Background: an optimization exercise with open tools, aiming at small area and a short achievable clock period. Do not read the settings as production practice. Power is estimated from default activity; no workload was simulated.

## lane 3
==> flow/design.v <==
module mux_inv (
    input  wire a,
    input  wire b,
    input  wire s,
    input  wire sn,
    output wire y
);
    assign y = ~((a | s) & (b | sn));
endmodule
module mux_buf (
    input  wire a,
    input  wire b,
    input  wire s,
    input  wire sn,
    output wire y
);
    assign y = (a | s) & (b | sn);
endmodule
module shifter_io_wrapper #(
    parameter integer WIDTH = 32,
    parameter integer BLOCK = 16
)(
    input  wire             clk,
    input  wire             v_in,
    input  wire [1:0]       opcode,
    input  wire [4:0]       shamt,
    input  wire [31:0]      din,
    output reg  [31:0]      dout,
    output reg              v_out
);
    genvar i;
    wire is_left  = (opcode == 2'b00);
    wire is_leftn = ~is_left;
    wire fill     = (opcode == 2'b10) & din[31];
    wire filln    = ~fill;
    wire [4:3] shn = ~shamt[4:3];
    wire [31:0] d1;    
    wire [31:0] d2;    
    wire [31:0] d3;    
    generate
        for (i = 0; i < 32; i = i + 1) begin : g_s1
            mux_inv u_rev (.a(din[i]), .b(din[31-i]), .s(is_left), .sn(is_leftn), .y(d1[i]));
            mux_inv u_16 (.a(d1[i]), .b(i + 16 < 32 ? d1[(i + 16) % 32] : filln),
                          .s(shamt[4]), .sn(shn[4]), .y(d2[i]));
            mux_inv u_8  (.a(d2[i]), .b(i + 8 < 32 ? d2[(i + 8) % 32] : fill),
                          .s(shamt[3]), .sn(shn[3]), .y(d3[i]));
        end
    endgenerate
    reg [31:0] m_datan;             
    reg [2:0]  m_sh, m_shn;
    reg        m_left, m_leftn;
    reg        m_fill, m_v;
    always @(posedge clk) begin
        m_datan <= d3;
        m_sh    <= shamt[2:0];
        m_shn   <= ~shamt[2:0];
        m_left  <= is_left;
        m_leftn <= is_leftn;
        m_fill  <= fill;
        m_v     <= v_in;
    end
    wire m_filln = ~m_fill;
    wire [31:0] e1;    
    wire [31:0] e2;    
    wire [31:0] e3;    
    wire [31:0] e4;    
    generate
        for (i = 0; i < 32; i = i + 1) begin : g_s2
            mux_inv u_4   (.a(m_datan[i]), .b(i + 4 < 32 ? m_datan[(i + 4) % 32] : m_filln),
                           .s(m_sh[2]), .sn(m_shn[2]), .y(e1[i]));
            mux_inv u_2   (.a(e1[i]), .b(i + 2 < 32 ? e1[(i + 2) % 32] : m_fill),
                           .s(m_sh[1]), .sn(m_shn[1]), .y(e2[i]));
            mux_inv u_1   (.a(e2[i]), .b(i + 1 < 32 ? e2[(i + 1) % 32] : m_filln),
                           .s(m_sh[0]), .sn(m_shn[0]), .y(e3[i]));
            mux_buf u_rev (.a(e3[i]), .b(e3[31-i]), .s(m_left), .sn(m_leftn), .y(e4[i]));
        end
    endgenerate
    always @(posedge clk) begin
        dout  <= e4;
        v_out <= m_v;
    end
endmodule
==> flow/config.mk <==
export PLATFORM = sky130hd
export DESIGN_NAME = shifter_io_wrapper
export DESIGN_NICKNAME = shifter_io_wrapper
export VERILOG_FILES = /design/flow/design.v
export SDC_FILE = /design/flow/constraint.sdc
export NUM_CORES = 4
export LEC_CHECK = 0
export CAP_MARGIN = 20
export CORE_MARGIN = 2
export CORE_UTILIZATION = 50
export SETUP_SLACK_MARGIN = 1.0
export SLEW_MARGIN = 20
export SYNTH_HIERARCHICAL = 1
==> flow/constraint.sdc <==
create_clock -name core_clock -period 2.5 [get_ports {clk}]
set_input_delay 0.5000 -clock core_clock [delete_from_list [all_inputs] [get_ports {clk}]]
set_output_delay 0.5000 -clock core_clock [all_outputs]
set_load 0.01 [all_outputs]
standard.sh (not shown) runs the stock make flow with config.mk's settings and CLKGATE_MAP_FILE= SYNTH_SCRIPT=/design/flow/synth_recipe.tcl, a recipe that flattens the netlist after the stock synthesis.
==> flow/flow/run.sh <==
#!/bin/bash
# Standard ORFS layout; only the cell used for the port buffers differs.
set -euo pipefail
bash standard.sh "BUFFER_PORTS_ARGS=-buffer_cell sky130_fd_sc_hd__buf_1" finish > standard_flow.log 2>&1
Lane 3: flow completed, timing, DRC and antenna clean
Setup changes, lane 3 to lane 1
# lane 3
export LEC_CHECK = 0
export CAP_MARGIN = 20
export CORE_MARGIN = 2
export CORE_UTILIZATION = 50
export SETUP_SLACK_MARGIN = 1.0
export SLEW_MARGIN = 20
export SYNTH_HIERARCHICAL = 1
create_clock -name core_clock -period 2.5 [get_ports {clk}]
# lane 1
export LEC_CHECK = 0
export CAP_MARGIN = 20
export CORE_MARGIN = 2
export CORE_UTILIZATION = 60
export SETUP_SLACK_MARGIN = 0.9
export SLEW_MARGIN = 20
export SYNTH_HIERARCHICAL = 1
create_clock -name core_clock -period 2.5 [get_ports {clk}]
Taking lane 3 over lane 1, the overall power of the completed layout ratio works out to 1.12. Going from lane 3 to lane 1, clock latency on the worst-skew pair decreased by 0.02 ns relative to the old numbers; fraction of the core area covered by cells at the end of the flow went up. Comparing lane 1 against lane 3, there is no change at all in total clock buffers created by CTS. Lane 1 vs lane 3 — chip height dropped by a little under 10%. Row final clock period utilization by the worst path: lane 1 higher / lane 3 lower. Re share of cell area taken by multi-input logic gates: lane 1 is 1.6 points up on lane 3. Switching power summed over all nets of lane 1 falls short of that of lane 3 by a few percent. Via count on lane 1 is ahead of lane 3.
Function was not checked in any run of this note: the RTL went through the layout flow alone.

==> separate check: timing with driven ports <==
The flow's constraints put no driver on any port. The routed layouts listed below were extracted and timed again, unchanged, in two steps.
Step 1, drivers: a clkbuf_16 drives clk and a buf_2 each remaining input, both assumed.
Step 2, shift: input delay + t, output delay - t, t = (earliest + latest rising clock arrival at the registers) / 2. This alone moves slack from input paths to output paths.
Slacks: no drivers / after step 1 / after step 2; pairs: no drivers / after step 1.
run	shift t [ns]	setup WS [ns]	latest minus earliest clock arrival (ns)	worst register clock-pin slew, ns	worst slew at a driven data input, ns
lane 3	0.371	1.035 / 1.035 / 0.763	0.009 / 0.009	0.07 / 0.07	0.03
lane 1	0.356	0.993 / 0.993 / 0.650	0.007 / 0.006	0.07 / 0.07	0.04
After both steps setup and hold are still met in every run listed. For lane 1, which loses most, drivers alone change the setup slack by 0.000 ns; drivers and shift together by -0.343 ns.
